Source: an optimization exercise on an open RTL-to-GDS flow (aim: small area, a short achievable clock period and few clock cycles). Production flows keep margins and buffers that such runs may drop.
The RTL was checked by simulation tests, not by an equivalence proof against the original design.
The flow treats the clock pin as an ideal source. Dropping or thinning the clock tree relies on that and would not hold on a real chip.
Power and IR drop assume default switching activity.

## job 9284
// day3_part2_top
module day3_part2_top( clk, rst, rom_addr, rom_data, sum, done );
clock: 4.0 ns
lec_check: 0
cap_margin: 20
core_margin: 2
core_utilization: 40
slew_margin: 20
run.sh (not shown) runs the stock make flow with config.mk's settings and CLKGATE_MAP_FILE= SYNTH_SCRIPT=/design/flow/synth_recipe.tcl, a recipe that flattens the netlist after the stock synthesis.
Testbench counts of job 9284, summed over its fixed seeds: cycles 164,523.
diff inputs: job 9284 => job 2577
Settings: ABC_CLOCK_PERIOD_IN_PS newly set to 1500; SETUP_SLACK_MARGIN newly set to 2.5.
Findings:
Job 2577 — share of cell area taken by multi-input logic gates 0.16 points lower, job 9284 as reference. Library cell contributing the largest single delay on the critical path = sky130_fd_sc_hd__or4_4: job 2577; library cell contributing the largest single delay on the critical path = sky130_fd_sc_hd__dfxtp_1: job 9284. Delta (job 2577 minus job 9284): final worst slack moved up; number of placed I/O pins flat; initial detailed-routing violation count picked up an extra 98; combinational group share of total power +4.9 points.
For job 6933, these inputs were changed with respect to job 2577:
Settings: changing SETUP_SLACK_MARGIN from 2.5 to 2.0; changing ABC_CLOCK_PERIOD_IN_PS from 1500 to 2000.
## What came out
- | setup slack after layout | job 6933 vs job 2577 | 0.035 ns higher |
- Changes observed in job 6933 relative to job 2577: total setup buffers inserted after CTS went down, width of the die did not really move.
- Job 6933 ended with less fraction of area in multi-input gates than job 2577.
- Taking job 2577 as the reference, in job 6933 placed cell count comparable, via count now smaller, met3 usage in global routing now larger.

* * *

== lane 1 ==
The RTL this note starts from:
==> flow/design.v <==
`timescale 1ns / 1ps
module day3_part2_top( clk, rst, rom_addr, rom_data, sum, done );
    input clk;
    input rst;
    output [13:0] rom_addr;
    input [7:0] rom_data;
    output [31:0] sum;
    output done;
    reg        rst_q;       
    reg [13:0] addr;
    reg [6:0]  hi;          
    reg [7:0]  lo;          
    reg        pz;          
    reg        l1, l2, l3;  
    reg [52:1] seen1;
    reg [52:1] seen2;
    reg        keep1a;      
    reg        keep1b;      
    reg        keep2a;      
    reg        keep2b;      
    reg [5:0]  badge;
    reg        add;         
    reg        add2;        
    reg        c3;
    reg [5:0]  sum_lo;
    reg        carry;
    reg [11:0] sum_hi;
    reg        fin;         
    reg        fin2;
    reg        int_done;
    wire zero = hi[0] & lo[0];
    wire eol = zero & ~pz;                        
    wire last = eol & l3;                         
    wire [52:1] keep1 = {{26{keep1b}}, {26{keep1a}}};
    wire [52:1] keep2 = {{26{keep2b}}, {26{keep2a}}};
    reg [52:1] hit;
    integer i;
    always @(*)
        for (i = 1; i <= 52; i = i + 1)
            hit[i] = hi[i / 8] & lo[i % 8];
    reg [5:0] enc;
    always @(*) begin
        enc = 6'd0;
        for (i = 1; i <= 52; i = i + 1)
            if (seen1[i]) enc = enc | i[5:0];
    end
    assign rom_addr = addr;
    assign sum = {14'd0, sum_hi, sum_lo};
    assign done = int_done;
    always @(posedge clk) begin
        rst_q <= rst;
        addr <= rst_q ? 14'd0 : addr + 14'd1;
        for (i = 0; i < 7; i = i + 1)
            hi[i] <= (rom_data[5:3] == i);
        for (i = 0; i < 8; i = i + 1)
            lo[i] <= (rom_data[2:0] == i);
        pz <= zero;
        l1 <= ~rst_q & ((~l1 & ~l2 & ~l3) | (l1 & ~eol) | last);
        l2 <= ~rst_q & ((l2 & ~eol) | (l1 & eol));
        l3 <= ~rst_q & ((l3 & ~eol) | (l2 & eol));
        keep1a <= ~rst_q & ~(eol & (l2 | l3));
        keep1b <= ~rst_q & ~(eol & l2) & ~last;
        keep2a <= ~rst_q & ~last;
        keep2b <= ~rst_q & ~(eol & (l1 | l3));
        seen1 <= (seen1 & keep1) | (hit & ({52{l1}} | ({52{l3}} & seen2)));
        seen2 <= (seen2 & keep2) | (hit & {52{l2}} & seen1);
        badge <= enc;
        add <= ~rst_q & last & ~int_done;
        add2 <= ~rst_q & add;
        if (rst_q) begin
            sum_lo <= 6'd0;
            c3 <= 1'b0;
            carry <= 1'b0;
            sum_hi <= 12'd0;
        end else begin
            if (add)
                {c3, sum_lo[2:0]} <= {1'b0, sum_lo[2:0]} + {1'b0, badge[2:0]};
            if (add2)
                {carry, sum_lo[5:3]} <= {1'b0, sum_lo[5:3]} + {1'b0, badge[5:3]} + {3'd0, c3};
            else
                carry <= 1'b0;
            sum_hi <= sum_hi + {11'd0, carry};
        end
        fin <= ~rst_q & zero & pz & l1;
        fin2 <= ~rst_q & fin;
        int_done <= ~rst & ~rst_q & (int_done | fin2);
    end
endmodule
Settings: LEC_CHECK=0, ABC_CLOCK_PERIOD_IN_PS=1500, CAP_MARGIN=20, CORE_MARGIN=2, CORE_UTILIZATION=55, SETUP_SLACK_MARGIN=2.5, SLEW_MARGIN=20; clock period 4.0 ns.
standard.sh (not shown) runs the stock make flow with config.mk's settings and CLKGATE_MAP_FILE= SYNTH_SCRIPT=/design/flow/synth_recipe.tcl, a recipe that flattens the netlist after the stock synthesis.
==> flow/flow/run.sh <==
#!/bin/bash
# The standard layout (standard.sh), except:
# - the clock tree is built by flow/mycts.tcl, run as ORFS's PRE_CTS_TCL hook,
#   which then skips clock_tree_synthesis: the clock port drives 4 root
#   inverters, each driving 2 leaf inverters, each driving an equal-count grid
#   cluster of flip-flops (two inversions: the flip-flops see the port clock);
# - the port buffers are buf_2 cells instead of delay cells;
# - setup repair does not insert buffers (unbuffer, sizeup, swap only).
# All tool output goes to standard.log and ORFS's own logs under orfs/logs.
set -euo pipefail
export PRE_CTS_TCL=$PWD/flow/mycts.tcl
export MYCTS_COLS=4
export MYCTS_ROWS=2
export MYCTS_ROOT=sky130_fd_sc_hd__inv_12
export MYCTS_LEAF=sky130_fd_sc_hd__inv_16
export MYCTS_OUTBUF=sky130_fd_sc_hd__buf_2
export MYCTS_INBUF=sky130_fd_sc_hd__buf_2
export MYCTS_OUTFF=sky130_fd_sc_hd__dfxtp_2
export SETUP_MOVE_SEQUENCE=unbuffer,sizeup,swap
# slow wide OR gates are left out of synthesis and repair; adders are plain
# gates for abc rather than full-adder cells
export DONT_USE_CELLS="sky130_fd_sc_hd__or4* sky130_fd_sc_hd__or3*"
export ADDER_MAP_FILE=
bash standard.sh > standard.log 2>&1
==> flow/flow/mycts.tcl <==
set nleaf_cols [expr {[info exists ::env(MYCTS_COLS)] ? $::env(MYCTS_COLS) : 2}]
set nleaf_rows [expr {[info exists ::env(MYCTS_ROWS)] ? $::env(MYCTS_ROWS) : 4}]
set root_master_name [expr {[info exists ::env(MYCTS_ROOT)] ? $::env(MYCTS_ROOT) : "sky130_fd_sc_hd__clkbuf_16"}]
set leaf_master_name [expr {[info exists ::env(MYCTS_LEAF)] ? $::env(MYCTS_LEAF) : "sky130_fd_sc_hd__clkbuf_16"}]

set db [ord::get_db]
set block [ord::get_db_block]
set clk_net [$block findNet clk]
set leaf_master [$db findMaster $leaf_master_name]

# flip-flop clock pins on the clock net
set sinks {}
foreach it [$clk_net getITerms] {
  set inst [$it getInst]
  set loc [$inst getLocation]
  set m [$inst getMaster]
  set x [expr {[lindex $loc 0] + [$m getWidth] / 2}]
  set y [expr {[lindex $loc 1] + [$m getHeight] / 2}]
  lappend sinks [list $x $y $it]
}
set n [llength $sinks]
puts "mycts: $n clock sinks, $nleaf_cols x $nleaf_rows leaves"

# grid partition with equal counts: columns by x, then rows by y
set sinks [lsort -integer -index 0 $sinks]
set clusters {}
for {set c 0} {$c < $nleaf_cols} {incr c} {
  set lo [expr {($c * $n) / $nleaf_cols}]
  set hi [expr {(($c + 1) * $n) / $nleaf_cols - 1}]
  set col [lsort -integer -index 1 [lrange $sinks $lo $hi]]
  set m [llength $col]
  for {set r 0} {$r < $nleaf_rows} {incr r} {
    set lo2 [expr {($r * $m) / $nleaf_rows}]
    set hi2 [expr {(($r + 1) * $m) / $nleaf_rows - 1}]
    lappend clusters [lrange $col $lo2 $hi2]
  }
}

proc centroid {pts} {
  set sx 0; set sy 0
  foreach p $pts { set sx [expr {$sx + [lindex $p 0]}]; set sy [expr {$sy + [lindex $p 1]}] }
  set k [llength $pts]
  return [list [expr {$sx / $k}] [expr {$sy / $k}]]
}

proc place_at {inst x y} {
  set m [$inst getMaster]
  set x0 [expr {$x - [$m getWidth] / 2}]
  set y0 [expr {$y - [$m getHeight] / 2}]
  $inst setLocation [expr {int($x0)}] [expr {int($y0)}]
  $inst setPlacementStatus PLACED
}

set leaf_pos {}
foreach cl $clusters { lappend leaf_pos [centroid $cl] }
set root_nets {}
for {set c 0} {$c < $nleaf_cols} {incr c} {
  if {$root_master_name eq "none"} {
    lappend root_nets $clk_net
    continue
  }
  set rp [centroid [lrange $leaf_pos [expr {$c * $nleaf_rows}] [expr {($c + 1) * $nleaf_rows - 1}]]]
  set root [odb::dbInst_create $block [$db findMaster $root_master_name] "mycts_root_$c"]
  place_at $root [lindex $rp 0] [lindex $rp 1]
  set rnet [odb::dbNet_create $block "mycts_root_net_$c"]
  $rnet setSigType CLOCK
  [$root findITerm A] connect $clk_net
  [$root findITerm [expr {[$root findITerm X] ne "NULL" ? "X" : "Y"}]] connect $rnet
  lappend root_nets $rnet
}

set i 0
foreach cl $clusters pos $leaf_pos {
  set leaf [odb::dbInst_create $block $leaf_master "mycts_leaf_$i"]
  place_at $leaf [lindex $pos 0] [lindex $pos 1]
  set net [odb::dbNet_create $block "mycts_net_$i"]
  $net setSigType CLOCK
  [$leaf findITerm A] connect [lindex $root_nets [expr {$i / $nleaf_rows}]]
  [$leaf findITerm [expr {[$leaf findITerm X] ne "NULL" ? "X" : "Y"}]] connect $net
  foreach p $cl {
    set it [lindex $p 2]
    $it disconnect
    $it connect $net
  }
  puts "mycts: leaf $i at $pos drives [llength $cl] sinks"
  incr i
}
$clk_net setSigType CLOCK

set_propagated_clock [all_clocks]

# the tree is built: make the flow's CTS calls no-ops (repair_clock_inverters
# would clone the root inverters for each of their loads)
rename clock_tree_synthesis orig_clock_tree_synthesis
proc clock_tree_synthesis {args} { puts "mycts: clock_tree_synthesis skipped" }
rename repair_clock_inverters orig_repair_clock_inverters
proc repair_clock_inverters {args} { puts "mycts: repair_clock_inverters skipped" }

# Output ports: the flow's port buffers are slow delay cells; use buf_2.
if {[info exists ::env(MYCTS_OUTBUF)] && $::env(MYCTS_OUTBUF) ne ""} {
  foreach port [all_outputs] {
    set net [get_nets [get_full_name $port]]
    foreach pin [get_pins -of_objects $net -filter "direction == output"] {
      set inst [get_cells -of_objects $pin]
      set cell [get_property $inst ref_name]
      if {[string match "sky130_fd_sc_hd__*buf*" $cell] || [string match "sky130_fd_sc_hd__dly*" $cell]} {
        replace_cell [get_property $inst full_name] $::env(MYCTS_OUTBUF)
      }
    }
  }
}

# Input ports (but the clock): the flow's port buffers are slow delay cells.
if {[info exists ::env(MYCTS_INBUF)] && $::env(MYCTS_INBUF) ne ""} {
  foreach port [all_inputs] {
    set pname [get_full_name $port]
    if {$pname eq "clk"} { continue }
    set net [get_nets $pname]
    foreach pin [get_pins -of_objects $net -filter "direction == input"] {
      set inst [get_cells -of_objects $pin]
      set cell [get_property $inst ref_name]
      if {[string match "sky130_fd_sc_hd__*buf*" $cell] || [string match "sky130_fd_sc_hd__dly*" $cell]} {
        replace_cell [get_property $inst full_name] $::env(MYCTS_INBUF)
      }
    }
  }
}

# Flip-flops that drive an output port's buffer: upsize to MYCTS_OUTFF (same
# cell type, larger drive), so the path to the output is fast.
if {[info exists ::env(MYCTS_OUTFF)] && $::env(MYCTS_OUTFF) ne ""} {
  foreach port [all_outputs] {
    set net [get_nets [get_full_name $port]]
    foreach pin [get_pins -of_objects $net -filter "direction == output"] {
      set buf [get_cells -of_objects $pin]
      foreach in [get_pins -of_objects $buf -filter "direction == input"] {
        set n2 [get_nets -of_objects $in]
        foreach drv [get_pins -of_objects $n2 -filter "direction == output"] {
          set ff [get_cells -of_objects $drv]
          if {[get_property $ff ref_name] eq "sky130_fd_sc_hd__dfxtp_1"} {
            replace_cell [get_property $ff full_name] $::env(MYCTS_OUTFF)
          }
        }
      }
    }
  }
}
Testbench counts of lane 1, summed over its fixed seeds: cycles 164,595.
Here is what was changed in the inputs of lane 2 compared with lane 1.
- CORE_UTILIZATION now 40, was 55
--- a/flow/flow/run.sh
+++ b/flow/flow/run.sh
@@ -18 +17,0 @@
-export MYCTS_OUTFF=sky130_fd_sc_hd__dfxtp_2
@@ -20,2 +19 @@
-# slow wide OR gates are left out of synthesis and repair; adders are plain
-# gates for abc rather than full-adder cells
+# slow wide OR gates are left out of synthesis and repair
@@ -23 +20,0 @@
-export ADDER_MAP_FILE=
--- a/flow/flow/mycts.tcl
+++ b/flow/flow/mycts.tcl
@@ -128,20 +127,0 @@
-
-# Flip-flops that drive an output port's buffer: upsize to MYCTS_OUTFF (same
-# cell type, larger drive), so the path to the output is fast.
-if {[info exists ::env(MYCTS_OUTFF)] && $::env(MYCTS_OUTFF) ne ""} {
-  foreach port [all_outputs] {
-    set net [get_nets [get_full_name $port]]
-    foreach pin [get_pins -of_objects $net -filter "direction == output"] {
-      set buf [get_cells -of_objects $pin]
-      foreach in [get_pins -of_objects $buf -filter "direction == input"] {
-        set n2 [get_nets -of_objects $in]
-        foreach drv [get_pins -of_objects $n2 -filter "direction == output"] {
-          set ff [get_cells -of_objects $drv]
-          if {[get_property $ff ref_name] eq "sky130_fd_sc_hd__dfxtp_1"} {
-            replace_cell [get_property $ff full_name] $::env(MYCTS_OUTFF)
-          }
-        }
-      }
-    }
-  }
-}
## What came out
Compared to lane 1, lane 2 has count of standard-cell rows 7 higher.
When the final numbers for lane 1 and lane 2 were put side by side, the sequential cell area turned out to be greater in lane 1.
Via count: lane 1 and lane 2 compared, lower one is lane 1
Looking at headroom to the max-slew limit, lane 2 sits 2.1 points below lane 1.
Power: lane 2 draws less than lane 1
[compare] base=lane 1 new=lane 2: mean area per synthesized cell higher, routed wire length on met2 higher, required time of the critical path higher, total of cells resized after clock tree synthesis higher.
For final layout net count, lane 1 and lane 2 come out practically identical.
Core utilization: lane 2 lower than lane 1
> inputs changed (lane 2 -> lane 3)
- setting GPL_TIMING_DRIVEN to 0 for the first time
--- a/flow/flow/run.sh
+++ b/flow/flow/run.sh
@@ -19 +19,2 @@
-# slow wide OR gates are left out of synthesis and repair
+# slow wide OR gates are left out of synthesis and repair; adders are plain
+# gates for abc rather than full-adder cells
@@ -20,0 +22 @@
+export ADDER_MAP_FILE=
Notes after the runs:
- Comparing lane 3 and lane 2, the lower wire length on met1 is on lane 2.
- Lane 3 -> lane 2: area of the mapped netlist flat
- Lane 2 → lane 3: wire length reported by the detailed router rose by about 3.3%; HPWL after detailed placement rose by 10%; via count of the first global-routing pass rose by 226.
Setup changes, lane 3 to lane 4
- removing GPL_TIMING_DRIVEN (formerly 0)
- changing SETUP_SLACK_MARGIN from 2.5 to 2.55
--- a/flow/flow/run.sh
+++ b/flow/flow/run.sh
@@ -17,0 +18 @@
+export MYCTS_OUTFF=sky130_fd_sc_hd__dfxtp_2
--- a/flow/flow/mycts.tcl
+++ b/flow/flow/mycts.tcl
@@ -127,0 +128,20 @@
+
+# Flip-flops that drive an output port's buffer: upsize to MYCTS_OUTFF (same
+# cell type, larger drive), so the path to the output is fast.
+if {[info exists ::env(MYCTS_OUTFF)] && $::env(MYCTS_OUTFF) ne ""} {
+  foreach port [all_outputs] {
+    set net [get_nets [get_full_name $port]]
+    foreach pin [get_pins -of_objects $net -filter "direction == output"] {
+      set buf [get_cells -of_objects $pin]
+      foreach in [get_pins -of_objects $buf -filter "direction == input"] {
+        set n2 [get_nets -of_objects $in]
+        foreach drv [get_pins -of_objects $n2 -filter "direction == output"] {
+          set ff [get_cells -of_objects $drv]
+          if {[get_property $ff ref_name] eq "sky130_fd_sc_hd__dfxtp_1"} {
+            replace_cell [get_property $ff full_name] $::env(MYCTS_OUTFF)
+          }
+        }
+      }
+    }
+  }
+}
Findings:
- Delta(worst-case vdd ir drop, lane 4 - lane 3) < 0
- Comparing lane 3 and lane 4, the higher met2 wire length is on lane 3.
- Power share of the sequential group in lane 4 is 0.9 points above lane 3.
- First-iteration DRC count delta (lane 4 -> lane 3): insignificant
- Summary of lane 4 over lane 3: total area of sequential cells moved up, wire length shrank by 550 um, fraction of power consumed by the clock network has increased, transition time at the pin with the least slew margin shows an increase of 0.40 ns, critical path depth fell by 2.
The following lists how lane 5 was set up differently from lane 4:
- swapping 2.55 for 2.5 in SETUP_SLACK_MARGIN
--- a/flow/flow/run.sh
+++ b/flow/flow/run.sh
@@ -22 +21,0 @@
-export DONT_USE_CELLS="sky130_fd_sc_hd__or4* sky130_fd_sc_hd__or3*"
@@ -24 +23,40 @@
-bash standard.sh > standard.log 2>&1
+# DONT_USE_CELLS must be given to make on its command line (which replaces the
+# platform's list, so this repeats it)
+DONT_USE="sky130_fd_sc_hd__or4* sky130_fd_sc_hd__or3* \
+  sky130_fd_sc_hd__lpflow_bleeder_1 \
+  sky130_fd_sc_hd__lpflow_clkbufkapwr_1 \
+  sky130_fd_sc_hd__lpflow_clkbufkapwr_16 \
+  sky130_fd_sc_hd__lpflow_clkbufkapwr_2 \
+  sky130_fd_sc_hd__lpflow_clkbufkapwr_4 \
+  sky130_fd_sc_hd__lpflow_clkbufkapwr_8 \
+  sky130_fd_sc_hd__lpflow_clkinvkapwr_1 \
+  sky130_fd_sc_hd__lpflow_clkinvkapwr_16 \
+  sky130_fd_sc_hd__lpflow_clkinvkapwr_2 \
+  sky130_fd_sc_hd__lpflow_clkinvkapwr_4 \
+  sky130_fd_sc_hd__lpflow_clkinvkapwr_8 \
+  sky130_fd_sc_hd__lpflow_decapkapwr_12 \
+  sky130_fd_sc_hd__lpflow_decapkapwr_3 \
+  sky130_fd_sc_hd__lpflow_decapkapwr_4 \
+  sky130_fd_sc_hd__lpflow_decapkapwr_6 \
+  sky130_fd_sc_hd__lpflow_decapkapwr_8 \
+  sky130_fd_sc_hd__lpflow_inputiso0n_1 \
+  sky130_fd_sc_hd__lpflow_inputiso0p_1 \
+  sky130_fd_sc_hd__lpflow_inputiso1n_1 \
+  sky130_fd_sc_hd__lpflow_inputiso1p_1 \
+  sky130_fd_sc_hd__lpflow_inputisolatch_1 \
+  sky130_fd_sc_hd__lpflow_isobufsrc_1 \
+  sky130_fd_sc_hd__lpflow_isobufsrc_16 \
+  sky130_fd_sc_hd__lpflow_isobufsrc_2 \
+  sky130_fd_sc_hd__lpflow_isobufsrc_4 \
+  sky130_fd_sc_hd__lpflow_isobufsrc_8 \
+  sky130_fd_sc_hd__lpflow_isobufsrckapwr_16 \
+  sky130_fd_sc_hd__lpflow_lsbuf_lh_hl_isowell_tap_1 \
+  sky130_fd_sc_hd__lpflow_lsbuf_lh_hl_isowell_tap_2 \
+  sky130_fd_sc_hd__lpflow_lsbuf_lh_hl_isowell_tap_4 \
+  sky130_fd_sc_hd__lpflow_lsbuf_lh_isowell_4 \
+  sky130_fd_sc_hd__lpflow_lsbuf_lh_isowell_tap_1 \
+  sky130_fd_sc_hd__lpflow_lsbuf_lh_isowell_tap_2 \
+  sky130_fd_sc_hd__lpflow_lsbuf_lh_isowell_tap_4 \
+  sky130_fd_sc_hd__probe_p_8 \
+  sky130_fd_sc_hd__probec_p_8"
+bash standard.sh "DONT_USE_CELLS=$DONT_USE" finish > standard.log 2>&1
Findings:
- Lane 4: PASS, flow complete, no timing, DRC or antenna violations
- Lane 5 | status: complete | timing, DRC, antenna: pass
- Between lane 4 and lane 5, the number of distinct library cell variants in the gate-level netlist after synthesis is lower for lane 4.
- Summary — maximum fanout count along the critical path, lane 5 relative to lane 4: lower, by 3.
- Final critical-path share of the clock period for lane 5: 2.2 points up relative to lane 4
- Utilization lane 4 -> lane 5: down
In every run of this note, the design's own scripts or RTL, not TritonCTS, make the clock network.

## separate check: timing with driven ports
The flow's constraints put no driver on any port. The routed layouts listed below were extracted and timed again, unchanged, in two steps. Step 1 sets driving cells, clkbuf_16 on the clock port and buf_2 on the other inputs (assumed; they add their load-dependent delay and slew). Step 2 also shifts input and output timing later by t, the mid clock arrival at the registers, as if the neighbouring blocks saw the same clock. a / b / c = ideal / step 1 / step 2; a / b = the first two.
run | shift t [ns] | setup WS [ns] | worst hold slack (ns)
job 9284 | 0.459 | 0.976 / 0.976 / 0.976 | 0.459 / 0.459 / 0.459
job 2577 | 0.472 | 1.538 / 1.538 / 1.538 | 0.463 / 0.463 / 0.463
job 6933 | 0.465 | 1.573 / 1.573 / 1.573 | 0.456 / 0.456 / 0.456
lane 1 | 0.268 | 2.480 / 2.390 / 2.481 | 0.427 / 0.427 / 0.427
lane 2 | 0.264 | 2.454 / 2.355 / 2.453 | 0.442 / 0.442 / 0.442
lane 3 | 0.270 | 2.442 / 2.366 / 2.441 | 0.438 / 0.438 / 0.438
lane 4 | 0.267 | 2.556 / 2.404 / 2.561 | 0.448 / 0.449 / 0.449
lane 5 | 0.267 | 2.469 / 2.375 / 2.469 | 0.422 / 0.424 / 0.424
After both steps setup and hold are still met in every run listed.
